Source: an optimization exercise on an open RTL-to-GDS flow (aim: small area, a short achievable clock period and few clock cycles). Production flows keep margins and buffers that such runs may drop.
RTL that was checked went through simulation tests only; none was proved equivalent to the original.
For runs 1 to 3, only the layout was checked, not whether the RTL still works.

==> flow/design.v <==
module geofence (clk, reset, X, Y, R, valid, is_inside);
    input clk;
    input reset;
    input [9:0] X;
    input [9:0] Y;
    input [10:0] R;
    output valid;
    output is_inside;
    localparam SORT = 5'd24;
    reg [4:0] cyc;
    reg valid_r;
    reg fb;                  
    reg [1:0] sj;            
    reg [2:0] si;            
    reg [1:0] sph;           
    assign valid = valid_r;
    wire bad;                
    wire sort_done = (cyc == SORT) && (sph == 2'd2) && (sj == 2'd3) && (si == 3'd4);
    reg [4:0] cn;
    reg fbn;
    reg [1:0] sjn, sphn;
    reg [2:0] sin;
    always @(*) begin
        if (cyc == 5'd22)
            cn = (fb || !bad) ? 5'd23 : SORT;
        else if (cyc == 5'd23)
            cn = 5'd0;
        else if (cyc == SORT)
            cn = sort_done ? 5'd7 : SORT;
        else
            cn = cyc + 5'd1;
        fbn = (cyc == 5'd22 && !fb && bad) ? 1'b1 : (cyc == 5'd23) ? 1'b0 : fb;
        sphn = 2'd0; sjn = 2'd0; sin = 3'd0;
        if (cyc == SORT) begin
            sphn = (sph == 2'd2) ? 2'd0 : sph + 2'd1;
            sjn = (sph == 2'd2) ? sj + 2'd1 : sj;
            sin = (sph == 2'd2 && sj == 2'd3) ? si + 3'd1 : si;
        end
    end
    always @(posedge clk or posedge reset) begin
        if (reset) begin
            cyc <= 5'd0;
            valid_r <= 1'b0;
            fb <= 1'b0;
            sj <= 2'd0;
            si <= 3'd0;
            sph <= 2'd0;
        end else begin
            valid_r <= (cyc == 5'd22) && (fb || !bad);
            cyc <= cn;
            fb <= fbn;
            sj <= sjn;
            si <= sin;
            sph <= sphn;
        end
    end
    reg d_load, d_newf, d_cxld, d_area, d_accen, d_accfirst;
    reg [5:0] d_vld;
    reg [2:0] d_psel;
    reg [3:0] d_fw;          
    reg d_flw;               
    reg [3:0] d_last;        
    integer k;
    always @(posedge clk or posedge reset) begin
        if (reset) begin
        d_load <= 1'b1;
        d_newf <= 1'b0;
        d_vld <= 6'd0;
        d_cxld <= 1'b0;
        d_area <= 1'b0;
        d_psel <= 3'd0;
        d_accen <= 1'b0;
        d_accfirst <= 1'b0;
        d_fw <= 4'd0;
        d_flw <= 1'b0;
        d_last <= 4'd0;
        end else begin
        d_load <= (cn <= 5'd5);
        d_newf <= (cn >= 5'd1) && (cn <= 5'd6);
        for (k = 0; k < 6; k = k + 1)
            d_vld[k] <= (cn <= 5'd5) && (k >= 6 - cn);
        d_cxld <= (cn >= 5'd6 && cn <= 5'd9) || (cn == 5'd11) || (cn >= 5'd18 && cn <= 5'd20)
                  || (cn == SORT && sphn == 2'd0);
        d_area <= (cn >= 5'd10) && (cn <= 5'd15);
        d_psel <= cn[2:0] - 3'd2;                        
        d_accen <= (cn >= 5'd11) && (cn <= 5'd22);
        d_accfirst <= (cn == 5'd11);
        d_fw <= {cn == 5'd10, cn == 5'd9, cn == 5'd8, cn == 5'd7};
        d_flw <= (cn >= 5'd8) && (cn <= 5'd10);
        d_last <= {cn == 5'd11, cn == 5'd10, cn == 5'd9, cn == 5'd8};
        end
    end
    reg [9:0]  rx [0:5];
    reg [9:0]  ry [0:5];
    reg [10:0] rr [0:5];
    reg [2:0]  rk [0:5];
    reg [5:0]  gtr;               
    reg [5:0]  ltr;               
    reg [2:0]  ek [0:5];          
    wire [19:0] pkey = {X, Y};
    reg  [5:0] lt, gt;
    always @(*) begin
        for (k = 0; k < 6; k = k + 1) begin
            lt[k] = d_vld[k] && ({rx[k], ry[k]} < pkey);
            gt[k] = d_vld[k] && ({rx[k], ry[k]} > pkey);
        end
    end
    reg [2:0] ltcnt;
    always @(*) begin
        ltcnt = 3'd0;
        for (k = 0; k < 6; k = k + 1)
            ltcnt = ltcnt + {2'b0, ltr[k]};
        for (k = 0; k < 5; k = k + 1)
            ek[k] = rk[k] + {2'b0, gtr[k]};
        ek[5] = d_newf ? ltcnt : rk[5];
    end
    always @(posedge clk) begin
        for (k = 0; k < 5; k = k + 1) begin
            rx[k] <= rx[k+1];
            ry[k] <= ry[k+1];
            rr[k] <= rr[k+1];
            rk[k] <= ek[k+1];
        end
        if (d_load) begin
            rx[5] <= X; ry[5] <= Y; rr[5] <= R;
            gtr <= {1'b0, gt[5:1]};
            ltr <= lt;
        end else begin
            rx[5] <= rx[0]; ry[5] <= ry[0]; rr[5] <= rr[0]; rk[5] <= ek[0];
            gtr <= 6'd0;
            ltr <= 6'd0;
        end
    end
    function [19:0] rdxy;
        input [2:0] want;
        input [59:0] xs, ys;
        input [17:0] ks;
        integer i;
        begin
            rdxy = 20'd0;
            for (i = 0; i < 6; i = i + 1)
                if (ks[3*i +: 3] == want) rdxy = rdxy | {xs[10*i +: 10], ys[10*i +: 10]};
        end
    endfunction
    function [10:0] rdr;
        input [2:0] want;
        input [65:0] rs;
        input [17:0] ks;
        integer i;
        begin
            rdr = 11'd0;
            for (i = 0; i < 6; i = i + 1)
                if (ks[3*i +: 3] == want) rdr = rdr | rs[11*i +: 11];
        end
    endfunction
    wire [59:0] xs = {rx[5], rx[4], rx[3], rx[2], rx[1], rx[0]};
    wire [59:0] ys = {ry[5], ry[4], ry[3], ry[2], ry[1], ry[0]};
    wire [65:0] rs = {rr[5], rr[4], rr[3], rr[2], rr[1], rr[0]};
    wire [17:0] ks = {rk[5], rk[4], rk[3], rk[2], rk[1], rk[0]};
    wire [17:0] eks = {ek[5], ek[4], ek[3], ek[2], ek[1], ek[0]};
    reg f1, f2, f3, f4;           
    reg flast;                    
    reg [2:0] lastU, lastL;       
    reg [2:0] p2, p3, p4;         
    reg [2:0] p0rank;             
    reg [2:0] perm1, perm2, perm3, perm4, perm5;    
    wire [2:0] n2 = (f3 == f2) ? 3'd3 : (f4 == f2) ? 3'd4 : 3'd5;
    wire [2:0] n3 = (f4 == f3) ? 3'd4 : 3'd5;
    reg [2:0] co_r, ca_r, cb_r;
    reg cb_late;                  
    wire swap;                    
    reg [2:0] q1n, q2n, q3n, q4n, q5n;    
    always @(*) begin
        q1n = perm1; q2n = perm2; q3n = perm3; q4n = perm4; q5n = perm5;
        if (swap) case (sj)
            2'd0: begin q1n = perm2; q2n = perm1; end
            2'd1: begin q2n = perm3; q3n = perm2; end
            2'd2: begin q3n = perm4; q4n = perm3; end
            default: begin q4n = perm5; q5n = perm4; end
        endcase
    end
    always @(posedge clk) begin
        cb_late <= 1'b0;
        co_r <= 3'd0; ca_r <= 3'd5; cb_r <= cn[2:0] - 3'd5;      
        if (cn == SORT) begin
            co_r <= p0rank;
            case (sjn)
                2'd0: begin ca_r <= q1n; cb_r <= q2n; end
                2'd1: begin ca_r <= q2n; cb_r <= q3n; end
                2'd2: begin ca_r <= q3n; cb_r <= q4n; end
                default: begin ca_r <= q4n; cb_r <= q5n; end
            endcase
        end else if (cn == 5'd11) begin
            co_r <= 3'd0; ca_r <= 3'd1;
            cb_r <= (f2 == f1) ? 3'd2 : (f3 == f1) ? 3'd3 : 3'd4;
            cb_late <= (f2 != f1) && (f3 != f1);
        end else if (cn == 5'd18) begin
            co_r <= p2; ca_r <= 3'd2; cb_r <= n2;
        end else if (cn == 5'd19) begin
            co_r <= p3; ca_r <= 3'd3; cb_r <= n3;
        end else if (cn == 5'd20) begin
            co_r <= p4; ca_r <= 3'd4; cb_r <= 3'd5;
        end
    end
    wire [2:0] cb = cb_late ? ((f4 == f1) ? 3'd4 : 3'd5) : cb_r;
    wire [19:0] po = rdxy(co_r, xs, ys, eks);
    wire [19:0] pA = rdxy(ca_r, xs, ys, eks);
    wire [19:0] pB = rdxy(cb, xs, ys, eks);
    wire [10:0] ax = {1'b0, pA[19:10]} - {1'b0, po[19:10]};
    wire [10:0] ay = {1'b0, pA[9:0]}   - {1'b0, po[9:0]};
    wire [10:0] bx = {1'b0, pB[19:10]} - {1'b0, po[19:10]};
    wire [10:0] by = {1'b0, pB[9:0]}   - {1'b0, po[9:0]};
    wire [9:0] aax = ax[10] ? (10'd0 - ax[9:0]) : ax[9:0];
    wire [9:0] aay = ay[10] ? (10'd0 - ay[9:0]) : ay[9:0];
    wire [9:0] abx = bx[10] ? (10'd0 - bx[9:0]) : bx[9:0];
    wire [9:0] aby = by[10] ? (10'd0 - by[9:0]) : by[9:0];
    reg [2:0] wa_pre, wb_pre;
    reg wlate, winv, wdir_pre;
    reg [2:0] fo0, fo1;
    always @(*) begin
        case (cn)
            5'd7:  begin fo0 = p0rank; fo1 = perm1; end
            5'd8:  begin fo0 = perm1;  fo1 = perm2; end
            5'd9:  begin fo0 = perm2;  fo1 = perm3; end
            5'd10: begin fo0 = perm3;  fo1 = perm4; end
            5'd11: begin fo0 = perm4;  fo1 = perm5; end
            default: begin fo0 = perm5; fo1 = p0rank; end
        endcase
    end
    always @(posedge clk) begin
        wdir_pre <= (fo0 < fo1);
        wlate <= 1'b0;
        winv <= 1'b0;
        if (fbn) begin
            wa_pre <= (fo0 < fo1) ? fo0 : fo1;
            wb_pre <= (fo0 < fo1) ? fo1 : fo0;
        end else begin
            case (cn)
                5'd7:  begin wa_pre <= 3'd0; wb_pre <= 3'd1; end
                5'd8:  begin wa_pre <= 3'd4; wb_pre <= 3'd5; end
                5'd9:  begin wa_pre <= 3'd0; wb_pre <= 3'd2; wlate <= 1'b1; end
                5'd10: begin wa_pre <= 3'd0; wb_pre <= 3'd3; wlate <= 1'b1; end
                5'd11: begin wa_pre <= 3'd0; wb_pre <= 3'd4; wlate <= 1'b1; end
                default: begin wa_pre <= 3'd0; wb_pre <= 3'd5; wlate <= 1'b1; winv <= 1'b1; end
            endcase
        end
    end
    wire [2:0] wa = wlate ? ((flast ^ winv) ? lastU : lastL) : wa_pre;
    wire [2:0] wb = wb_pre;
    wire wdir = wdir_pre;
    always @(posedge clk) begin
        if (d_last[0]) begin
            lastU <= f1 ? 3'd1 : 3'd0;
            lastL <= f1 ? 3'd0 : 3'd1;
        end else if (d_last[1]) begin
            if (flast) lastU <= 3'd2; else lastL <= 3'd2;
        end else if (d_last[2]) begin
            if (flast) lastU <= 3'd3; else lastL <= 3'd3;
        end else if (d_last[3]) begin
            if (flast) lastU <= 3'd4; else lastL <= 3'd4;
        end
        if (!fb) begin
            if (d_last[1]) p2 <= wa;
            if (d_last[2]) p3 <= wa;
            if (d_last[3]) p4 <= wa;
        end
    end
    wire [19:0] pa = rdxy(wa, xs, ys, ks);
    wire [19:0] pb = rdxy(wb, xs, ys, ks);
    wire [9:0]  s0_dx = pb[19:10] - pa[19:10];
    wire [10:0] s0_dys = {1'b0, pb[9:0]} - {1'b0, pa[9:0]};
    wire [9:0]  s0_dy = s0_dys[10] ? (10'd0 - s0_dys[9:0]) : s0_dys[9:0];
    wire [10:0] s0_h  = {1'b0, pa[9:0]} + {1'b0, pb[9:0]};
    reg [9:0] s1_dx, s1_dy; reg [10:0] s1_h; reg [2:0] s1_ra, s1_rb; reg s1_dir;
    always @(posedge clk) begin
        s1_dx <= s0_dx; s1_dy <= s0_dy; s1_h <= s0_h; s1_ra <= wa; s1_rb <= wb; s1_dir <= wdir;
    end
    reg [20:0] s1_d2;
    integer i, j;
    always @(*) begin
        s1_d2 = 21'd0;
        for (i = 0; i < 10; i = i + 1) begin
            s1_d2 = s1_d2 + ({20'd0, s1_dx[i]} << (2*i)) + ({20'd0, s1_dy[i]} << (2*i));
            for (j = i + 1; j < 10; j = j + 1)
                s1_d2 = s1_d2 + ({20'd0, s1_dx[i] & s1_dx[j]} << (i+j+1))
                              + ({20'd0, s1_dy[i] & s1_dy[j]} << (i+j+1));
        end
    end
    reg [19:0] s2_d2; reg [9:0] s2_dx; reg [10:0] s2_h; reg [2:0] s2_ra, s2_rb; reg s2_dir;
    always @(posedge clk) begin
        s2_d2 <= s1_d2[19:0]; s2_dx <= s1_dx; s2_h <= s1_h; s2_ra <= s1_ra; s2_rb <= s1_rb; s2_dir <= s1_dir;
    end
    wire [12:0] c2_r; wire [9:0] c2_q;
    nrsqrt #(0, 5) sqc0 (.r_in(13'd0), .q_in(10'd0), .rad(s2_d2), .r_out(c2_r), .q_out(c2_q));
    reg [12:0] s3_r; reg [9:0] s3_q; reg [19:0] s3_rad; reg [9:0] s3_dx; reg [10:0] s3_h; reg [2:0] s3_ra, s3_rb; reg s3_dir;
    always @(posedge clk) begin
        s3_r <= c2_r; s3_q <= c2_q; s3_rad <= s2_d2; s3_dx <= s2_dx; s3_h <= s2_h; s3_ra <= s2_ra; s3_rb <= s2_rb; s3_dir <= s2_dir;
    end
    wire [12:0] c3_r; wire [9:0] c3_q;
    nrsqrt #(5, 8) sqc1 (.r_in(s3_r), .q_in(s3_q), .rad(s3_rad), .r_out(c3_r), .q_out(c3_q));
    reg [12:0] s4_r; reg [9:0] s4_q; reg [19:0] s4_rad; reg [2:0] s4_ra, s4_rb;
    always @(posedge clk) begin
        s4_r <= c3_r; s4_q <= c3_q; s4_rad <= s3_rad; s4_ra <= s3_ra; s4_rb <= s3_rb;
    end
    wire [12:0] c4_r; wire [9:0] c4_q;
    nrsqrt #(8, 10) sqc2 (.r_in(s4_r), .q_in(s4_q), .rad(s4_rad), .r_out(c4_r), .q_out(c4_q));
    wire [10:0] ra4 = rdr(s4_ra, rs, ks);
    wire [10:0] rb4 = rdr(s4_rb, rs, ks);
    reg [9:0] s5_c; reg [11:0] e5, d5;
    always @(posedge clk) begin
        s5_c <= c4_q;
        e5 <= {1'b0, ra4} + {1'b0, rb4};
        d5 <= {1'b0, ra4} - {1'b0, rb4};
    end
    wire [12:0] sum5 = {1'b0, e5} + {3'b0, s5_c};
    wire [12:0] smc  = {1'b0, e5} - {3'b0, s5_c};
    wire [12:0] sma  = {3'b0, s5_c} - {d5[11], d5};
    wire [12:0] smb  = {3'b0, s5_c} + {d5[11], d5};
    wire [11:0] hsmc = smc[12:1];
    wire [11:0] hsma = sma[12:1];
    wire [11:0] hsmb = smb[12:1];
    wire [10:0] s5_s = sum5[11:1];
    wire [10:0] s5_p = hsmc[11] ? (11'd0 - hsmc[10:0]) : hsmc[10:0];
    wire [10:0] s5_q = hsma[11] ? (11'd0 - hsma[10:0]) : hsma[10:0];
    wire [10:0] s5_rr = hsmb[11] ? (11'd0 - hsmb[10:0]) : hsmb[10:0];
    reg [10:0] m_a0, m_b0, m_a1, m_b1;
    reg neg1, neg2;
    always @(posedge clk) begin
        if (d_cxld) begin
            m_a0 <= {1'b0, aax}; m_b0 <= {1'b0, aby};
            m_a1 <= {1'b0, aay}; m_b1 <= {1'b0, abx};
            neg1 <= ax[10] ^ by[10]; neg2 <= ay[10] ^ bx[10];
        end else begin
            m_a0 <= s5_s; m_b0 <= s5_p;
            m_a1 <= s5_q; m_b1 <= s5_rr;
        end
    end
    wire [19:0] u6 = m_a0 * m_b0;
    wire [19:0] v6 = m_a1 * m_b1;
    wire gt6 = (u6 > v6);
    wire cpos = (neg1 == neg2) ? (neg1 ^ gt6) : ~neg1;     
    reg [19:0] s7_u, s7_v;
    always @(posedge clk) begin
        s7_u <= u6; s7_v <= v6;
    end
    always @(posedge clk) begin
        if (d_fw[0]) f1 <= cpos;
        if (d_fw[1]) f2 <= cpos;
        if (d_fw[2]) f3 <= cpos;
        if (d_fw[3]) f4 <= cpos;
        if (d_flw) flast <= cpos;
    end
    reg neg1_d, neg2_d;
    always @(posedge clk) begin
        neg1_d <= neg1; neg2_d <= neg2;
    end
    wire gt7 = (s7_u > s7_v);
    wire eq7 = (s7_u == s7_v);
    wire cz_r = eq7 && ((neg1_d == neg2_d) || (s7_u == 20'd0));
    wire cpos_r = (neg1_d == neg2_d) ? (neg1_d ^ gt7) : ~neg1_d;
    reg nonconv;
    always @(posedge clk) begin
        if (cyc == 5'd6)
            nonconv <= 1'b0;
        else if (cyc >= 5'd8 && cyc <= 5'd11)
            nonconv <= nonconv | cz_r;
        else if (cyc == 5'd13)
            nonconv <= nonconv | cz_r | (cpos_r == f1);
        else if (cyc == 5'd20)
            nonconv <= nonconv | cz_r | (cpos_r == f2);
        else if (cyc == 5'd21)
            nonconv <= nonconv | cz_r | (cpos_r == f3);
    end
    assign bad = nonconv | cz_r | (cpos_r == f4);
    assign swap = (cyc == SORT) && (sph == 2'd2) && !cpos_r && !cz_r;
    always @(posedge clk) begin
        if (cyc == 5'd6) begin
            p0rank <= ek[0];
            perm1 <= ek[1]; perm2 <= ek[2]; perm3 <= ek[3]; perm4 <= ek[4]; perm5 <= ek[5];
        end else begin
            perm1 <= q1n; perm2 <= q2n; perm3 <= q3n; perm4 <= q4n; perm5 <= q5n;
        end
    end
    wire [12:0] u7_r, v7_r; wire [9:0] u7_q, v7_q;
    nrsqrt #(0, 5) squ0 (.r_in(13'd0), .q_in(10'd0), .rad(s7_u), .r_out(u7_r), .q_out(u7_q));
    nrsqrt #(0, 5) sqv0 (.r_in(13'd0), .q_in(10'd0), .rad(s7_v), .r_out(v7_r), .q_out(v7_q));
    reg [12:0] s8_ur, s8_vr; reg [9:0] s8_uq, s8_vq; reg [19:0] s8_u, s8_v;
    always @(posedge clk) begin
        s8_ur <= u7_r; s8_vr <= v7_r; s8_uq <= u7_q; s8_vq <= v7_q; s8_u <= s7_u; s8_v <= s7_v;
    end
    wire [12:0] u8_r, v8_r; wire [9:0] u8_q, v8_q;
    nrsqrt #(5, 8) squ1 (.r_in(s8_ur), .q_in(s8_uq), .rad(s8_u), .r_out(u8_r), .q_out(u8_q));
    nrsqrt #(5, 8) sqv1 (.r_in(s8_vr), .q_in(s8_vq), .rad(s8_v), .r_out(v8_r), .q_out(v8_q));
    reg [12:0] s9_ur, s9_vr; reg [9:0] s9_uq, s9_vq; reg [19:0] s9_u, s9_v;
    always @(posedge clk) begin
        s9_ur <= u8_r; s9_vr <= v8_r; s9_uq <= u8_q; s9_vq <= v8_q; s9_u <= s8_u; s9_v <= s8_v;
    end
    wire [12:0] u9_r, v9_r; wire [9:0] u9_q, v9_q;
    nrsqrt #(8, 10) squ2 (.r_in(s9_ur), .q_in(s9_uq), .rad(s9_u), .r_out(u9_r), .q_out(u9_q));
    nrsqrt #(8, 10) sqv2 (.r_in(s9_vr), .q_in(s9_vq), .rad(s9_v), .r_out(v9_r), .q_out(v9_q));
    reg plusP;
    always @(*) begin
        if (fb)
            plusP = s3_dir;
        else case (d_psel)
            3'd0: plusP = ~f1;
            3'd1: plusP = ~f4;
            3'd2: plusP = ~f2;
            3'd3: plusP = ~f3;
            3'd4: plusP = ~f4;
            default: plusP = f4;
        endcase
    end
    reg [9:0] ma_r;
    reg [11:0] mb_r;
    always @(posedge clk) begin
        if (d_area) begin
            ma_r <= s3_dx;
            mb_r <= plusP ? {1'b0, s3_h} : (12'd0 - {1'b0, s3_h});
        end else begin
            ma_r <= u9_q;
            mb_r <= {1'b0, v9_q, 1'b0};
        end
    end
    wire signed [22:0] mprod = $signed({1'b0, ma_r}) * $signed(mb_r);
    reg signed [25:0] acc;
    always @(posedge clk) begin
        if (d_accen)
            acc <= (d_accfirst ? -26'sd1 : acc) + mprod;
    end
    assign is_inside = acc[25];
endmodule
module nrsqrt #(parameter J0 = 0, parameter J1 = 10) (r_in, q_in, rad, r_out, q_out);
    input  [12:0] r_in;
    input  [9:0]  q_in;
    input  [19:0] rad;
    output [12:0] r_out;
    output [9:0]  q_out;
    wire [12:0] rw [J0:J1];
    wire [9:0]  qw [J0:J1];
    assign rw[J0] = r_in;
    assign qw[J0] = q_in;
    genvar j;
    generate
        for (j = J0; j < J1; j = j + 1) begin : row
            localparam W = j + 3;
            wire [W-1:0] base = {rw[j][W-3:0], rad[2*(9-j)+1], rad[2*(9-j)]};
            wire [W-1:0] t;
            wire neg = (j == 0) ? 1'b0 : rw[j][W-2];
            if (j == 0) begin : t0
                assign t = {{(W-2){1'b0}}, 2'b01};
            end else begin : tj
                assign t = {{(W-2-j){1'b0}}, qw[j][j-1:0], neg, 1'b1};
            end
            wire [W-1:0] res = neg ? base + t : base - t;
            assign rw[j+1] = {{(13-W){res[W-1]}}, res};
            assign qw[j+1] = {qw[j][8:0], ~res[W-1]};
        end
    endgenerate
    assign r_out = rw[J1];
    assign q_out = qw[J1];
endmodule
==> flow/run.sh <==
#!/bin/bash
# synth_recipe.tcl (not shown) runs the flow's synth.tcl, then flattens the netlist and writes it again
# the make line also repeats each setting of config.mk as NAME=value (left out here)
make -C /OpenROAD-flow-scripts/flow DESIGN_CONFIG=/design/flow/config.mk WORK_HOME=/design/flow/orfs CLKGATE_MAP_FILE= SYNTH_SCRIPT=/design/flow/synth_recipe.tcl finish
==> flow/config.mk <==
export PLATFORM = sky130hd
export DESIGN_NAME = geofence
export DESIGN_NICKNAME = geofence
export VERILOG_FILES = /design/flow/design.v
export SDC_FILE = /design/flow/constraint.sdc
export NUM_CORES = 4
export LEC_CHECK = 0
export CAP_MARGIN = 20
export CORE_MARGIN = 2
export CORE_UTILIZATION = 35
export GPL_ROUTABILITY_DRIVEN = 1
export PLACE_DENSITY = 0.5
export SLEW_MARGIN = 20
==> flow/constraint.sdc <==
create_clock -name core_clock -period 24.0 [get_ports {clk}]
set_input_delay 4.8000 -clock core_clock [delete_from_list [all_inputs] [get_ports {clk}]]
set_output_delay 4.8000 -clock core_clock [all_outputs]
set_load 0.01 [all_outputs]
==> results of run 1 <==
[metrics by stage]
step                      util (%)  hold slack [ns]
after CTS                     38.9            0.310
after global routing          38.9            0.313
final                         38.9            0.313
after detailed placement      37.0            0.312
after global placement        37.0            0.310
after floorplan                  -            0.310
[final cells by class]
cell class	instances	area (µm²)
Antenna cell	2	5.00
Multi-Input combinational cell	4486	39300
Tap cell	2189	2740
Fill cell	16500	101000
Timing Repair Buffer	89	761
Inverter	805	3020
Clock buffer	109	2390
Clock inverter	56	667
Sequential cell	726	15200
[cell families (layout without fill, tap and decap cells)]
| group | count (synthesis) | after routing | synth area share [%] |
|---|---|---|---|
| AO/OA/AOI/OAI | 1193 | 1193 | 14.6 |
| flip-flops | 726 | 726 | 26.2 |
| AND/OR/NAND/NOR | 1495 | 1495 | 12.9 |
| multiplexers | 92 | 92 | 1.71 |
| XOR/XNOR | 623 | 623 | 9.47 |
| adder cells (fa/ha/maj) | 1083 | 1083 | 28.4 |
| other | 0 | 2 | 0 |
| buffers and inverters | 1028 | 1059 | 6.69 |
[worst reg2reg max path, stage by stage (launching register included)]
cell,delay [ns]
dfxtp_1,0.57
nand2_1,0.15
fa_1,0.55
inv_1,0.05
fa_1,0.54
fa_1,0.45
fa_1,0.55
inv_1,0.05
fa_1,0.53
inv_1,0.04
ha_1,0.35
and2_1,0.17
a31o_2,0.21
a41o_1,0.22
o41ai_1,0.53
xnor2_1,0.24
ha_1,0.34
a21o_1,0.16
a21o_1,0.17
a21oi_1,0.14
nor2b_1,0.05
o21ai_0,0.14
nand2b_1,0.08
a221oi_1,0.69
o21ai_0,0.20
o31ai_1,0.11
buf_4,0.20
[how the worst max path moves through the flow]
| stage | startpoint | to | slack [ns] | depth (start not counted) |
|---|---|---|---|---|
| floorplan | Y[5] | gtr[4] | 17.39 | 12 |
| global placement | Y[5] | gtr[4] | 16.42 | 13 |
| detailed placement | m_b0[4] | f1 | 16.31 | 26 |
| CTS | m_b0[4] | f4 | 16.36 | 26 |
| global route | m_a0[7] | f4 | 15.91 | 26 |
| finish | m_b0[4] | flast | 16.41 | 26 |
[cells in the final DEF, fill, tap and decap left out, types with 52 or more instances in the layout]
cell type / netlist / layout
a22oi_1: 179 / 179
nand3_1: 101 / 101
xor2_1: 209 / 209
nand2_1: 360 / 359
nor2b_1: 53 / 53
xnor2_1: 409 / 409
inv_1: 799 / 799
edfxtp_1: 54 / 54
o21bai_1: 52 / 52
dfxtp_1: 639 / 639
a222oi_1: 77 / 77
buf_4: 2 / 54
a21oi_1: 263 / 263
nor2_1: 306 / 306
fa_1: 396 / 396
ha_1: 687 / 687
a21o_1: 97 / 97
a22o_1: 88 / 88
clkbuf_16: 0 / 90
o21ai_0: 146 / 146
nor3_1: 137 / 95
and2_1: 296 / 296
nand2b_1: 54 / 54
[routing by layer]
layer | track usage, % | vias up | share of wire [%]
met3 | 3.57 | 315 | 6.0
li1 | - | 21100 | -
met5 | 0 | - | 0.013
met2 | 31.1 | 1309 | 43
met4 | 8.75 | 4 | 4.4
met1 | 27.7 | 21200 | 46
[state kept, by name, indices dropped and copies added, names as in the netlist, 12 cells and up]
register and cells:
mb_r 12, rx 60, s7_u 20, ry 60
s7_v 20, rr 66, s2_d2 20, acc 26
rk 18, d5 12
==> run summary, run 1 <==
Antenna Nets Post-Route 0; crit path kind reg2reg; design area 0.0641 mm²; final hold viol count 0; TritonCTS clock tree yes; placer's final routability congestion estimate 0.942; cts bufs inserted 88; min Tclk post-route 7.59 ns; yosys warns 9; routed vias/inst 5.19; vias in the first global route 44400; Post-synth top cells inv_1, ha_1, dfxtp_1; H-tree levels 3; num rows 149; Post-Syn Area per Cell 9.32 µm²; drt initial violations 3449; critical path arrival 8.16 ns; Vias 43900; fin worst setup slack 16.41 ns; register bit count reported by yosys 726; Crit. End Element flip-flop; Max Slew Vio Count 0; leading area contributor after synthesis dfxtp_1; CP delay by family, top adder cells; Clock Sinks 726; GRT Residual Overflow 0; IO buf count 34; Endpoint, Worst Hold s3_ra[1]; synth-to-layout area growth 10.2%; Die W 412 µm; non-filler cells in the finished layout 8462; Post-synth EDFFs 54; first-pass GRT wire length 266 mm; Tot GR Track Use 20.2%; Worst-Margin Slew 1.12 ns; Root Driver clkbuf_16; Worst Setup Start Kind flip-flop; # hold bufs at CTS 0; sequential area share after synthesis 26.2%; nets@finish 7312; Worst Path Buf+Inv 4; Worst-path clk slew 0.06 ns; router iterations before antenna repair 9; Area after DPL 0.0610 mm²; Top FF cell, synth dfxtp_1; period utilisation layout 31.6%; CP required 24.58 ns; Post-Syn Area 0.0582 mm²; unrepaired setup endpoints after global routing no; layout cells sized above 1 5.72%; hold wc startpoint s2_ra[1]; status timing/DRC/antenna clean; placed instance count 8295; Max-slew headroom 24.8%; largest net degree at the start of global routing 51; crit path max fanout 11; IO Pins 35; Core Box Area 0.165 mm²; initial antenna violation count 5; count leader, synth inv_1; Max stage delay on crit path 0.69 ns; final wirelength 172 mm; Post-DP HPWL 133 mm; post_cts resized 0; dpl ws 16.31 ns; r2r setup slk 16.41 ns; Setup violations, final 0; hold-critical path depth 0; R2R depth 26; Yosys top cell area share 22.0%; die area 0.169 mm²; fmax 0.132 GHz; FFs w/ async S/R, synth 4.55%; Slowest-stage cell, CP a221oi_1; Final Skew 0.0751 ns; worst skew pair latency 0.73 ns; Syn Inst Count 6240; setup TNS 0 ns; Post-CTS Setup Inserts 0; largest cells by area after synthesis dfxtp_1, ha_1, fa_1; Hold Crit Class reg2reg; Die Ht 412 µm; routed len/inst 20.3 µm; syn_nets 7356; reg-to-reg endpoint flast; crit-path most repeated cell fa_1; Initial Utilization 35.3%; drt drc 0; Max Cap Violations 0; Synth cell types 105; worst reg2reg path startpoint m_b0[4]; Clock Tree Buf Depth 3
==> run 2, diff against run 1 <==
--- a/flow/config.mk
+++ b/flow/config.mk
@@ -7,3 +7,3 @@
 export LEC_CHECK = 0
-export CAP_MARGIN = 20
+export CAP_MARGIN = 80
 export CORE_MARGIN = 2
@@ -12,2 +12,2 @@
 export PLACE_DENSITY = 0.5
-export SLEW_MARGIN = 20
+export SLEW_MARGIN = 90
==> run 2 against run 1 <==
  * The run now fails in global routing
  * Synthesized cell count unchanged
  * Synthesized area unchanged
==> run summary, run 2 <==
Clock Tree Buf Depth 3 (unchanged); status stopped before the end; failing step global routing; GRT Residual Overflow 1141; sequential area share after synthesis 26.2% (unchanged); cts bufs inserted 88 (unchanged); Clock Sinks 726 (unchanged); Syn Inst Count 6240 (unchanged); Top FF cell, synth dfxtp_1; largest net degree at the start of global routing 15; Post-DP HPWL 191 mm (+43%); count leader, synth inv_1; leading area contributor after synthesis dfxtp_1; Tot GR Track Use 67.4%; IO buf count 34 (unchanged); Post-CTS Setup Inserts 0 (unchanged); Post-synth EDFFs 54 (unchanged); IO Pins 35 (unchanged); Post-Syn Area per Cell 9.32 µm² (unchanged); post_cts resized 0 (unchanged); largest cells by area after synthesis dfxtp_1, ha_1, fa_1; yosys warns 9 (unchanged); Synth cell types 105 (unchanged); Root Driver clkbuf_16; syn_nets 7356 (unchanged); num rows 149 (unchanged); Post-synth top cells inv_1, ha_1, dfxtp_1; register bit count reported by yosys 726 (unchanged); Initial Utilization 35.3% (unchanged); placer's final routability congestion estimate 0.942 (unchanged); Die Ht 412 µm (unchanged); # hold bufs at CTS 0 (unchanged); Die W 412 µm (unchanged); Yosys top cell area share 22.0% (unchanged); Post-Syn Area 0.0582 mm² (unchanged); Error [ERROR GRT-0232] Routing congestion too high. Check the congestion heatmap in the GUI.; H-tree levels 3 (unchanged); FFs w/ async S/R, synth 4.55% (unchanged)
[run 2: cell counts after synthesis]
Identical to the previous run, type by type.
[run 2: cell families after synthesis]
group	synth area share, %
mux	1.71
simple gates	12.9
buf+inv	6.69
compound gates	14.6
flops	26.2
fa+ha+maj	28.4
xor+xnor	9.47
[run 2: through the flow]
step                      util (%)  instance area (µm²)  setup WS, ns  instances  hold slack, ns
after floorplan                  -                58200         17.39       6240           0.310
after global placement        37.0                61000         16.42       8294           0.310
after detailed placement      58.3                96100          2.75      10700           0.312
after CTS                     60.1                99200          2.36      10900           0.310
[run 2: how the worst min path moves through the flow]
| stage | cells past startpoint | startpoint | endpoint |
|---|---|---|---|
| 2_1_floorplan | 0 | wdir_pre | s1_dir |
| 3_3_place_gp | 0 | s3_rb[0] | s4_rb[0] |
| 3_5_place_dp | 0 | s2_h[5] | s3_h[5] |
| 4_1_cts | 0 | s3_ra[0] | s4_ra[0] |
[run 2: layer usage]
layer / GRT usage, % / GRT overflow
met1: 66.5 / 125
met2: 78.8 / 577
met3: 61.6 / 121
met4: 58.7 / 313
met5: 48.7 / 5
==> run 3, diff against run 2 <==
--- a/flow/config.mk
+++ b/flow/config.mk
@@ -7,3 +7,3 @@
 export LEC_CHECK = 0
-export CAP_MARGIN = 80
+export CAP_MARGIN = 50
 export CORE_MARGIN = 2
@@ -12,2 +12,2 @@
 export PLACE_DENSITY = 0.5
-export SLEW_MARGIN = 90
+export SLEW_MARGIN = 75
==> run 3 against run 2 <==
  * Now clean on timing, DRC and antenna
  * Synthesized area stayed put
  * Synthesized cell count stayed put
==> run summary, run 3 <==
Hold Slack 0.322 ns; syn_nets 7356 (unchanged); largest cells by area after synthesis dfxtp_1, ha_1, fa_1; layout cells sized above 1 11.8%; Max Cap Violations 0; IO buf count 34 (unchanged); drt initial violations 3574; placer's final routability congestion estimate 0.942 (unchanged); count leader, synth inv_1; Die W 412 µm (unchanged); Final Skew 0.0643 ns; Yosys top cell area share 22.0% (unchanged); Die Ht 412 µm (unchanged); Root Driver clkbuf_16; crit path kind reg2reg; Post-Syn Area per Cell 9.32 µm² (unchanged); num rows 149 (unchanged); status timing/DRC/antenna clean; largest net degree at the start of global routing 51; Setup violations, final 0; Post-synth EDFFs 54 (unchanged); sequential area share after synthesis 26.2% (unchanged); max reg flops 66; Worst Setup Start Kind flip-flop; drt drc 0; unrepaired setup endpoints after global routing no; routed vias/inst 5.20; die area 0.169 mm²; routed len/inst 20.3 µm; Max Slew Vio Count 0; Antenna Nets Post-Route 0; synth-to-layout area growth 14.3%; GRT Residual Overflow 0; Clock Tree Buf Depth 3 (unchanged); Post-synth top cells inv_1, ha_1, dfxtp_1; IO Pins 35 (unchanged); initial antenna violation count 3; critical path arrival 7.74 ns; setup TNS 0 ns; Vias 44400; min Tclk post-route 7.18 ns; Worst-Margin Slew 0.444 ns; Biggest register rr; cts bufs inserted 86 (-2.3%); vias in the first global route 44800; first-pass GRT wire length 267 mm; Hold Crit Class reg2reg; most frequent cells in the layout inv_1, ha_1, dfxtp_1; final wirelength 173 mm; Initial Utilization 35.3% (unchanged); final hold viol count 0; yosys warns 9 (unchanged); FFs w/ async S/R, synth 4.55% (unchanged); post_cts resized 0 (unchanged); Crit. End Element flip-flop; leading cell type in the layout, fill and taps excluded inv_1; Synth cell types 105 (unchanged); leading area contributor after synthesis dfxtp_1; CP required 24.56 ns; fmax 0.139 GHz; Syn Inst Count 6240 (unchanged); Post-Syn Area 0.0582 mm² (unchanged); Tot GR Track Use 20.3%; TritonCTS clock tree yes; period utilisation layout 29.9%; nets@finish 7384; Post-DP HPWL 135 mm (-29%); fillcell total 16300; Top FF cell, synth dfxtp_1; H-tree levels 3 (unchanged); # hold bufs at CTS 0 (unchanged); Worst-path clk slew 0.06 ns; Core Box Area 0.165 mm²; worst skew pair latency 0.74 ns; Post-CTS Setup Inserts 0 (unchanged); crit path max fanout 11; register bit count reported by yosys 726 (unchanged); biggest regs rr x66, rx x60, ry x60; router iterations before antenna repair 10; Clock Sinks 726 (unchanged); Max-slew headroom 70.4%
run 3: routing by layer:
metal	vias up	part of all wire [%]	track usage (%)
met5	-	0.082	0
met4	2	4.1	8.05
met3	307	5.8	3.22
met2	1315	44	31.8
met1	21500	46	27.8
li1	21200	-	-
run 3: logic make-up (layout without fill, tap and decap cells):
family / count (synthesis) / in the layout / synth area share, %
mux: 92 / 92 / 1.71
fa+ha+maj: 1083 / 1083 / 28.4
buf+inv: 1028 / 1126 / 6.69
flops: 726 / 726 / 26.2
compound gates: 1193 / 1193 / 14.6
other cells: 0 / 3 / 0
xor+xnor: 623 / 623 / 9.47
simple gates: 1495 / 1495 / 12.9
run 3: critical path, stage by stage, from the launching register on:
cell and delay (ns):
dfxtp_2 0.46, nand2_1 0.11, fa_1 0.54, inv_1 0.05
fa_1 0.55, fa_1 0.45, fa_1 0.55, inv_1 0.05
fa_1 0.53, inv_1 0.05, ha_1 0.38, and2_1 0.19
a31o_2 0.21, a41o_1 0.22, o41ai_2 0.26, clkdlybuf4s25_1 0.35
xnor2_1 0.18, ha_1 0.30, a21o_1 0.16, a21o_1 0.16
a21oi_1 0.13, nor2b_1 0.05, o21ai_0 0.15, nand2b_1 0.12
a221oi_4 0.39, o21ai_0 0.14, o31ai_1 0.09, buf_4 0.19
run 3: stage by stage:
step | worst slack [ns] | cells | area [µm²] | util (%)
global route | 16.38 | 8527 | 66500 | 40.3
finish | 16.82 | 8530 | 66500 | 40.3
global placement | 16.42 | 8294 | 61000 | 37.0
floorplan | 17.39 | 6240 | 58200 | -
CTS | 16.69 | 8521 | 66000 | 40.0
detailed placement | 16.21 | 8363 | 63000 | 38.2
run 3: worst paths after layout:
path	start	to	slack, ns	depth (start not counted)
hold / removal	s2_rb[2]	s3_rb[2]	0.32	0
max in group asynchronous	reset	d_cxld	19.26	3
setup / recovery	m_a0[7]	f4	16.82	27
hold reg to reg	s2_rb[2]	s3_rb[2]	0.32	0
min in group asynchronous	reset	d_vld[3]	4.44	3
setup reg to reg	m_a0[7]	f4	16.82	27
run 3: cell type report:
class | count | area, µm² | area share (%)
Sequential cell | 726 | 15400 | 23.2
Multi-Input combinational cell | 4486 | 41000 | 61.6
Antenna cell | 3 | 7.51 | 0.0113
Tap cell | 2189 | 2740 | 4.12
Clock inverter | 47 | 548 | 0.824
Clock buffer | 111 | 2430 | 3.66
Inverter | 805 | 3020 | 4.55
Timing Repair Buffer | 163 | 1390 | 2.09
==> run 4, diff against run 3 <==
--- a/flow/design.v
+++ b/flow/design.v
@@ -18,3 +18,4 @@
     wire sort_done = (cyc == SORT) && (sph == 2'd2) && (sj == 2'd3) && (si == 3'd4);
-    reg [4:0] cn;
+    reg [4:0] cn;            
+    reg [4:0] cw;            
     reg fbn;
@@ -31,4 +32,10 @@
             cn = cyc + 5'd1;
+        if (cyc == 5'd23)
+            cw = 5'd0;
+        else if (cyc == SORT)
+            cw = sort_done ? 5'd7 : SORT;
+        else
+            cw = cyc + 5'd1;
         fbn = (cyc == 5'd22 && !fb && bad) ? 1'b1 : (cyc == 5'd23) ? 1'b0 : fb;
-        sphn = 2'd0; sjn = 2'd0; sin = 3'd0;
+        sphn = 2'd3; sjn = 2'd0; sin = 3'd0;
         if (cyc == SORT) begin
@@ -56,2 +63,3 @@
     end
+    reg d_c6;
     reg d_load, d_newf, d_cxld, d_area, d_accen, d_accfirst;
@@ -76,16 +84,18 @@
         d_last <= 4'd0;
+        d_c6 <= 1'b0;
         end else begin
-        d_load <= (cn <= 5'd5);
-        d_newf <= (cn >= 5'd1) && (cn <= 5'd6);
+        d_load <= (cw <= 5'd5);
+        d_newf <= (cw >= 5'd1) && (cw <= 5'd6);
         for (k = 0; k < 6; k = k + 1)
-            d_vld[k] <= (cn <= 5'd5) && (k >= 6 - cn);
-        d_cxld <= (cn >= 5'd6 && cn <= 5'd9) || (cn == 5'd11) || (cn >= 5'd18 && cn <= 5'd20)
-                  || (cn == SORT && sphn == 2'd0);
-        d_area <= (cn >= 5'd10) && (cn <= 5'd15);
-        d_psel <= cn[2:0] - 3'd2;                        
-        d_accen <= (cn >= 5'd11) && (cn <= 5'd22);
-        d_accfirst <= (cn == 5'd11);
-        d_fw <= {cn == 5'd10, cn == 5'd9, cn == 5'd8, cn == 5'd7};
-        d_flw <= (cn >= 5'd8) && (cn <= 5'd10);
-        d_last <= {cn == 5'd11, cn == 5'd10, cn == 5'd9, cn == 5'd8};
+            d_vld[k] <= (cw <= 5'd5) && (k >= 6 - cw);
+        d_cxld <= (cw >= 5'd6 && cw <= 5'd9) || (cw == 5'd11) || (cw >= 5'd18 && cw <= 5'd20)
+                  || (cyc == SORT && (sph == 2'd3 || sph == 2'd2));
+        d_area <= (cw >= 5'd10) && (cw <= 5'd15);
+        d_psel <= cw[2:0] - 3'd2;                        
+        d_accen <= (cw >= 5'd11) && (cw <= 5'd22);
+        d_accfirst <= (cw == 5'd11);
+        d_fw <= {cw == 5'd10, cw == 5'd9, cw == 5'd8, cw == 5'd7};
+        d_flw <= (cw >= 5'd8) && (cw <= 5'd10);
+        d_last <= {cw == 5'd11, cw == 5'd10, cw == 5'd9, cw == 5'd8};
+        d_c6 <= (cw == 5'd6);
         end
@@ -104,3 +114,3 @@
             lt[k] = d_vld[k] && ({rx[k], ry[k]} < pkey);
-            gt[k] = d_vld[k] && ({rx[k], ry[k]} > pkey);
+            gt[k] = d_vld[k] && !({rx[k], ry[k]} < pkey);
         end
@@ -183,12 +193,13 @@
         cb_late <= 1'b0;
-        co_r <= 3'd0; ca_r <= 3'd5; cb_r <= cn[2:0] - 3'd5;      
-        if (cn == SORT) begin
+        co_r <= 3'd0; ca_r <= 3'd5; cb_r <= cw[2:0] - 3'd5;      
+        if (cyc == SORT) begin
             co_r <= p0rank;
-            case (sjn)
-                2'd0: begin ca_r <= q1n; cb_r <= q2n; end
-                2'd1: begin ca_r <= q2n; cb_r <= q3n; end
-                2'd2: begin ca_r <= q3n; cb_r <= q4n; end
-                default: begin ca_r <= q4n; cb_r <= q5n; end
+            if (sph == 2'd3 || sj == 2'd3) begin
+                ca_r <= perm1; cb_r <= perm2;
+            end else case (sj)
+                2'd0: begin ca_r <= swap ? perm1 : perm2; cb_r <= perm3; end
+                2'd1: begin ca_r <= swap ? perm2 : perm3; cb_r <= perm4; end
+                default: begin ca_r <= swap ? perm3 : perm4; cb_r <= perm5; end
             endcase
-        end else if (cn == 5'd11) begin
+        end else if (cw == 5'd11) begin
             co_r <= 3'd0; ca_r <= 3'd1;
@@ -196,7 +207,7 @@
             cb_late <= (f2 != f1) && (f3 != f1);
-        end else if (cn == 5'd18) begin
+        end else if (cw == 5'd18) begin
             co_r <= p2; ca_r <= 3'd2; cb_r <= n2;
-        end else if (cn == 5'd19) begin
+        end else if (cw == 5'd19) begin
             co_r <= p3; ca_r <= 3'd3; cb_r <= n3;
-        end else if (cn == 5'd20) begin
+        end else if (cw == 5'd20) begin
             co_r <= p4; ca_r <= 3'd4; cb_r <= 3'd5;
@@ -205,5 +216,32 @@
     wire [2:0] cb = cb_late ? ((f4 == f1) ? 3'd4 : 3'd5) : cb_r;
-    wire [19:0] po = rdxy(co_r, xs, ys, eks);
-    wire [19:0] pA = rdxy(ca_r, xs, ys, eks);
-    wire [19:0] pB = rdxy(cb, xs, ys, eks);
+    wire l_none = (ltr[5:1] == 5'd0);
+    wire l_all  = (ltr[5:1] == 5'b11111);
+    wire l_one  = (ltr[5:1] == 5'b00001) || (ltr[5:1] == 5'b00010) || (ltr[5:1] == 5'b00100)
+               || (ltr[5:1] == 5'b01000) || (ltr[5:1] == 5'b10000);
+    function [5:0] esel;
+        input [2:0] want;
+        input [17:0] ks;
+        input [5:0] g;
+        input c6;
+        input n5;
+        integer i;
+        begin
+            for (i = 0; i < 5; i = i + 1)
+                esel[i] = g[i] ? (ks[3*i +: 3] == want - 3'd1) : (ks[3*i +: 3] == want);
+            esel[5] = c6 ? n5 : (ks[15 +: 3] == want);
+        end
+    endfunction
+    function [19:0] rdsel;
+        input [5:0] sel;
+        input [59:0] xs, ys;
+        integer i;
+        begin
+            rdsel = 20'd0;
+            for (i = 0; i < 6; i = i + 1)
+                if (sel[i]) rdsel = rdsel | {xs[10*i +: 10], ys[10*i +: 10]};
+        end
+    endfunction
+    wire [19:0] po = rdsel(esel(co_r, ks, gtr, d_c6, l_none), xs, ys);
+    wire [19:0] pA = rdsel(esel(ca_r, ks, gtr, d_c6, l_all), xs, ys);
+    wire [19:0] pB = rdsel(esel(cb, ks, gtr, d_c6, l_one), xs, ys);
     wire [10:0] ax = {1'b0, pA[19:10]} - {1'b0, po[19:10]};
@@ -220,3 +258,3 @@
     always @(*) begin
-        case (cn)
+        case (cw)
             5'd7:  begin fo0 = p0rank; fo1 = perm1; end
@@ -233,3 +271,3 @@
         winv <= 1'b0;
-        if (fbn) begin
+        if (fb) begin
             wa_pre <= (fo0 < fo1) ? fo0 : fo1;
@@ -237,3 +275,3 @@
         end else begin
-            case (cn)
+            case (cw)
                 5'd7:  begin wa_pre <= 3'd0; wb_pre <= 3'd1; end
--- a/flow/config.mk
+++ b/flow/config.mk
@@ -7,3 +7,3 @@
 export LEC_CHECK = 0
-export CAP_MARGIN = 50
+export CAP_MARGIN = 20
 export CORE_MARGIN = 2
@@ -12,2 +12,2 @@
 export PLACE_DENSITY = 0.5
-export SLEW_MARGIN = 75
+export SLEW_MARGIN = 20
==> run 4 against run 3 <==
  * Via count is 0.24% lower
  * Fmax is 0.92% lower
  * Sequential share of layout area is 0.82 points higher
  * Utilization is 1.7 points lower
  * Wire length is 2.3% lower
  * Worst setup slack worse by 0.067 ns
  * Cell count is 0.57% higher
  * Sequential cell count is 2 higher
  * Global-route usage is 0.48 points lower
  * Register-to-register slack hardly changed
==> run summary, run 4 <==
status timing/DRC/antenna clean; largest cells by area after synthesis dfxtp_1, ha_1, fa_1; design area 0.0644 mm² (-3.2%); CP Capture Point gtr[2]; num rows 150 (+0.67%); Post-CTS Setup Inserts 0 (unchanged); max reg flops 66 (unchanged); yosys warns 9 (unchanged); cts bufs inserted 87 (+1.2%); Worst-Margin Slew 1.13 ns (+0.681 ns); TritonCTS clock tree yes; sequential area share after synthesis 26.3% (+0.12 points); reg-to-reg endpoint f4; Worst Setup SP Y[1]; Root Driver clkbuf_16; fillcell total 16700 (+2.2%); Die W 413 µm (+0.42%); first-pass GRT wire length 264 mm (-1.1%); drt drc 0 (unchanged); Synth cell types 88 (-16%); largest net degree at the start of global routing 78 (+53%); period utilisation layout 30.2% (+0.28 points); Initial Utilization 35.2% (-0.096 points); Final Skew 0.0463 ns (-0.0180 ns); routed vias/inst 5.16 (-0.81%); Syn Inst Count 6375 (+2.2%); IO buf count 34 (unchanged); drt initial violations 3035 (-15%); critical path arrival 7.86 ns (+0.12 ns); layout cells sized above 1 5.00% (-6.8 points); Area after DPL 0.0613 mm² (-2.6%); Die Ht 413 µm (+0.42%); CP required 24.61 ns (+0.05 ns); nets@finish 7414 (+0.41%); met1 Resource Use GR 27.1% (-0.69 points); synth-to-layout area growth 9.78%; register bit count reported by yosys 728 (+0.28%); Yosys top cell area share 21.3% (-0.70 points); setup TNS 0 ns (unchanged); Max Slew Vio Count 0 (unchanged); Max-slew headroom 24.4% (-46 points); Worst-path clk slew 0.07 ns (about the same); min Tclk post-route 7.25 ns (+0.0666 ns); crit path kind in2reg; initial antenna violation count 5 (+2); r2r setup slk 16.81 ns (about the same); Hold Crit Class reg2reg; biggest regs rr x66, rx x60, ry x60; vias in the first global route 45000 (+0.50%); post_cts resized 0 (unchanged); Tot GR Track Use 19.8% (-0.48 points); final wirelength 169 mm (-2.3%); worst skew pair latency 0.72 ns (-0.02 ns); syn_nets 7487 (+1.8%); most frequent cells in the layout inv_1, ha_1, dfxtp_1; Clock Tree Buf Depth 3 (unchanged); count leader, synth inv_1; crit path max fanout 6 (-5); Setup violations, final 0 (unchanged); worst reg2reg path startpoint m_a1[8]; Most Crowded Layer GR met2; Post-Syn Area per Cell 9.20 µm² (-1.3%); GR met3 Demand/Resource 2.57% (-0.65 points); Post-DP HPWL 130 mm (-3.9%); Worst Setup Start Kind input port; IO Pins 35 (unchanged); FFs w/ async S/R, synth 4.81% (+0.26 points); Post-Syn Area 0.0587 mm² (+0.85%); router iterations before antenna repair 6 (-4); Util after Layout 38.6% (-1.7 points); Crit. End Element flip-flop; Biggest register rr; # hold bufs at CTS 0 (unchanged); Clock Sinks 728 (+0.28%); Post-synth EDFFs 69 (+28%); Top FF cell, synth dfxtp_1; Post-synth top cells inv_1, ha_1, dfxtp_1; leading cell type in the layout, fill and taps excluded inv_1; placer's final routability congestion estimate 0.873 (-7.3%); Core Box Area 0.167 mm² (+1.1%); leading area contributor after synthesis dfxtp_1; Antenna Nets Post-Route 0 (unchanged); Max Cap Violations 0 (unchanged); routing usage on met2 32.3% (+0.54 points); GRT Residual Overflow 0 (unchanged); die area 0.171 mm² (+0.84%); final hold viol count 0 (unchanged); fmax 0.138 GHz (-0.92%); R2R depth 26 (-3.7%); routed len/inst 19.7 µm (-2.9%); H-tree levels 3 (unchanged); Vias 44300 (-0.24%); unrepaired setup endpoints after global routing no
-- run 4: changes by cell type after synthesis, moves of 28 or more --
cell      before  now
a222oi_1      77    4
a22oi_1      179  268
and2_1       296  256
inv_1        799  740
nand2_1      360  483
nor2_1       306  271
nor2b_1       53   81
o21ai_0      146  204
xor2_1       209  272
-- run 4: layout make-up --
type                    instances  area [µm²]  share of cell area, %
diodes                          1        2.50                0.00389
clock buffers                 110        2450                   3.80
clock inverters                51         613                  0.952
inverters                     744        2790                   4.34
multi-input cells            4651       39600                   61.5
flip-flops and latches        728       15400                   24.0
well taps                    2204        2760                   4.28
repair buffers                 90         764                   1.19
-- run 4: through the flow --
stage | hold WS (ns) | cells | worst slack (ns)
finish | 0.317 | 8579 | 16.75
global route | 0.324 | 8578 | 16.39
CTS | 0.320 | 8577 | 16.78
detailed placement | 0.312 | 8416 | 16.06
global placement | 0.311 | 8415 | 16.17
floorplan | 0.310 | 6375 | 17.12
-- run 4: worst min-delay path by stage --
| stage | cells past startpoint | to | start | slack (ns) |
|---|---|---|---|---|
| final | 0 | s3_h[0] | s2_h[0] | 0.32 |
| after global routing | 0 | s2_dir | s1_dir | 0.32 |
| after CTS | 0 | s3_h[0] | s2_h[0] | 0.32 |
| after detailed placement | 0 | s2_rb[2] | s1_rb[2] | 0.31 |
| after global placement | 0 | s4_rb[0] | s3_rb[0] | 0.31 |
| after floorplan | 0 | s1_dir | wdir_pre | 0.31 |
-- run 4: layer usage --
layer,up-vias,wire length [µm]
met5,-,0
met4,0,5060
met3,287,7910
met2,1107,77300
met1,21500,78500
li1,21400,-
-- run 4: cells by family (layout without fill, tap and decap cells) --
kind of cell / after synthesis / in the layout / share of synthesized area (%)
multiplexers: 88 / 88 / 1.64
other: 0 / 1 / 0
AND/OR/NAND/NOR: 1567 / 1567 / 13.2
buffers and inverters: 996 / 995 / 6.39
AO/OA/AOI/OAI: 1253 / 1253 / 14.4
XOR/XNOR: 664 / 664 / 9.97
adder cells (fa/ha/maj): 1079 / 1079 / 28.1
flip-flops: 728 / 728 / 26.3
-- run 4: worst max-delay path: stages --
cell,delay [ns]
clkdlybuf4s50_1,0.48
inv_1,0.12
ha_1,0.33
a21o_1,0.16
a21o_1,0.17
a21o_1,0.17
a21o_1,0.20
a21o_1,0.20
a2111oi_0,0.55
o21ai_0,0.26
a21o_1,0.24
and3b_1,0.16
Testbench counts of run 4, summed over its fixed seeds: cycles 39,324.
==> run 5, diff against run 4 <==
--- a/flow/config.mk
+++ b/flow/config.mk
@@ -7,3 +7,3 @@
 export LEC_CHECK = 0
-export CAP_MARGIN = 20
+export CAP_MARGIN = 50
 export CORE_MARGIN = 2
@@ -12,2 +12,2 @@
 export PLACE_DENSITY = 0.5
-export SLEW_MARGIN = 20
+export SLEW_MARGIN = 75
==> run 5 against run 4 <==
  * Die area stayed put
  * Synthesized cell count unchanged
  * Utilization is 1.6 points higher
  * Cell count rose by 0.96%
  * Clock skew decreased by 0.0029 ns
  * Hold slack better by 0.0078 ns
  * Wire length up 0.91%
  * Critical endpoint is now f4
==> run summary, run 5 <==
Top FF cell, synth dfxtp_1; Clock Tree Buf Depth 3 (unchanged); Initial Utilization 35.2% (unchanged); Die Ht 413 µm (unchanged); Worst-Margin Slew 0.409 ns (-0.717 ns); largest family of logic cells by synthesized area adder cells; Vias 44700 (+1.1%); Clock Sinks 728 (unchanged); Post-CTS Setup Inserts 0 (unchanged); post_cts resized 0 (unchanged); layout cells sized above 1 12.5% (+7.4 points); Biggest register rr; sequential area share after synthesis 26.3% (unchanged); Util after Layout 40.2% (+1.6 points); GRT Residual Overflow 0 (unchanged); Tot GR Track Use 20.0% (+0.18 points); routed len/inst 19.7 µm (about the same); # hold bufs at CTS 0 (unchanged); leading cell type in the layout, fill and taps excluded inv_1; fmax 0.136 GHz (-1.4%); setup TNS 0 ns (unchanged); Post-synth EDFFs 69 (unchanged); mux share of post-synthesis cell area 1.64% (unchanged); leading area contributor after synthesis dfxtp_1; FFs w/ async S/R, synth 4.81% (unchanged); Core Box Area 0.167 mm² (unchanged); IO Pins 35 (unchanged); drt drc 0 (unchanged); XOR/XNOR share of the synthesized area 9.97% (unchanged); unrepaired setup endpoints after global routing no; syn_nets 7487 (unchanged); Antenna Cells 0 (-1); CP required 24.45 ns (-0.16 ns); Post-DP HPWL 131 mm (+0.96%); Worst-path clk slew 0.06 ns (about the same); crit path max fanout 11 (+5); initial antenna violation count 5 (unchanged); drt initial violations 2931 (-3.4%); largest cells by area after synthesis dfxtp_1, ha_1, fa_1; Synth cell types 88 (unchanged); biggest regs rr x66, rx x60, ry x60; Syn Inst Count 6375 (unchanged); Final Skew 0.0435 ns (-0.00286 ns); Setup violations, final 0 (unchanged); final hold viol count 0 (unchanged); synth-to-layout area growth 14.4%; Post-Syn Area 0.0587 mm² (unchanged); complex-gate fraction of the synthesized area 14.4% (unchanged); Max-slew headroom 72.7% (+48 points); Post-synth top cells inv_1, ha_1, dfxtp_1; die area 0.171 mm² (unchanged); Root Driver clkbuf_16; Synth Area in Simple Gates 13.2% (unchanged); vias in the first global route 45500 (+1.2%); Die W 413 µm (unchanged); IO buf count 34 (unchanged); final wirelength 170 mm (+0.91%); period utilisation layout 30.6% (+0.43 points); crit-path most repeated cell fa_1; routed vias/inst 5.16 (+0.13%); placer's final routability congestion estimate 0.873 (unchanged); Slowest-stage cell, CP fa_1; cts bufs inserted 85 (-2.3%); count leader, synth inv_1; yosys warns 9 (unchanged); crit path kind reg2reg; Post-Synth Adder-Cell Area 28.1% (unchanged); Max Cap Violations 0 (unchanged); most frequent cells in the layout inv_1, ha_1, nand2_1; first-pass GRT wire length 267 mm (+0.78%); H-tree levels 3 (unchanged); num rows 150 (unchanged); max reg flops 66 (unchanged); router iterations before antenna repair 7 (+1); Max stage delay on crit path 0.57 ns (+0.02 ns); worst skew pair latency 0.71 ns (about the same); TritonCTS clock tree yes; status timing/DRC/antenna clean; Worst Setup Start Kind flip-flop; Antenna Nets Post-Route 0 (unchanged); min Tclk post-route 7.35 ns (+0.103 ns); critical path arrival 7.81 ns (-0.05 ns); Post-Syn Area per Cell 9.20 µm² (unchanged); Hold Crit Class reg2reg; r2r setup slk 16.65 ns (-0.16 ns); Crit. End Element flip-flop; nets@finish 7498 (+1.1%); largest net degree at the start of global routing 41 (-47%); Max Slew Vio Count 0 (unchanged); register bit count reported by yosys 728 (unchanged); Yosys top cell area share 21.3% (unchanged)
-- run 5: routing by layer --
metal,global-route usage (%),vias to the layer above,share of wire [%]
li1,-,21500,-
met1,27.3,21800,46
met2,32.8,1153,46
met3,2.59,266,4.6
met4,5.76,0,2.7
met5,0,-,0
-- run 5: worst paths after layout --
| path | cells past startpoint | from | to |
|---|---|---|---|
| worst min register to register | 0 | s3_ra[0] | s4_ra[0] |
| worst min-delay path | 0 | s3_ra[0] | s4_ra[0] |
| worst max-delay path | 28 | m_a1[5] | f4 |
| max in group asynchronous | 3 | reset | d_load |
| worst max register to register | 28 | m_a1[5] | f4 |
| min in group asynchronous | 3 | reset | cyc[4] |
-- run 5: worst max-delay path, delay by kind of cell, from the launching register on --
family          cells  cell delay [ns]
compound gates      9             1.99
flops               1             0.47
xor+xnor            1             0.13
buf+inv             5             0.48
simple gates        6             0.78
fa+ha+maj           7             3.25
-- run 5: logic make-up after synthesis --
family | count (synthesis)
flip-flops | 728
AO/OA/AOI/OAI | 1253
adder cells (fa/ha/maj) | 1079
buffers and inverters | 996
XOR/XNOR | 664
AND/OR/NAND/NOR | 1567
multiplexers | 88
-- run 5: cell type report --
type	count	area [µm²]
clock buffer	114	2470
clock inverter	44	572
fill	16400	99800
inverter	744	2800
multi-input combinational	4651	41400
sequential	728	15700
tap	2204	2760
timing repair buffer	176	1440
-- run 5: stage by stage --
step	hold slack, ns	worst slack [ns]	instance area [µm²]	std cells
3_3_place_gp	0.311	16.17	61300	8415
2_1_floorplan	0.310	17.12	58700	6375
6_report	0.325	16.65	67100	8661
4_1_cts	0.324	16.64	66500	8655
3_5_place_dp	0.312	16.17	63500	8497
5_1_grt	0.328	16.19	67100	8661

==> separate check: timing with driven ports <==
In the flow no input, the clock included, has a driving cell. The finished layouts below were timed again as built, in two steps.
Step 1, drivers: a clkbuf_16 drives clk and a buf_2 each remaining input, both assumed.
Step 2 moves the port delays by t, midway between the first and last clock arrival at a register: inputs arrive t later, outputs are due t later. That takes back most of the time a late clock gives input paths.
Three values: ideal ports, drivers, drivers and shift; two values: the first two.
run | t (ns) | setup slack, ns | worst setup path after step 2
run 1 | 0.770 | 16.414 / 16.414 / 16.359 | input to register
run 3 | 0.779 | 16.816 / 16.816 / 16.172 | input to register
run 4 | 0.772 | 16.750 / 16.804 / 16.032 | input to register
run 5 | 0.761 | 16.647 / 16.647 / 16.230 | input to register
After both steps setup and hold are still met in every run listed. For run 4, which loses most, drivers alone change the setup slack by +0.054 ns; drivers and shift together by -0.718 ns.
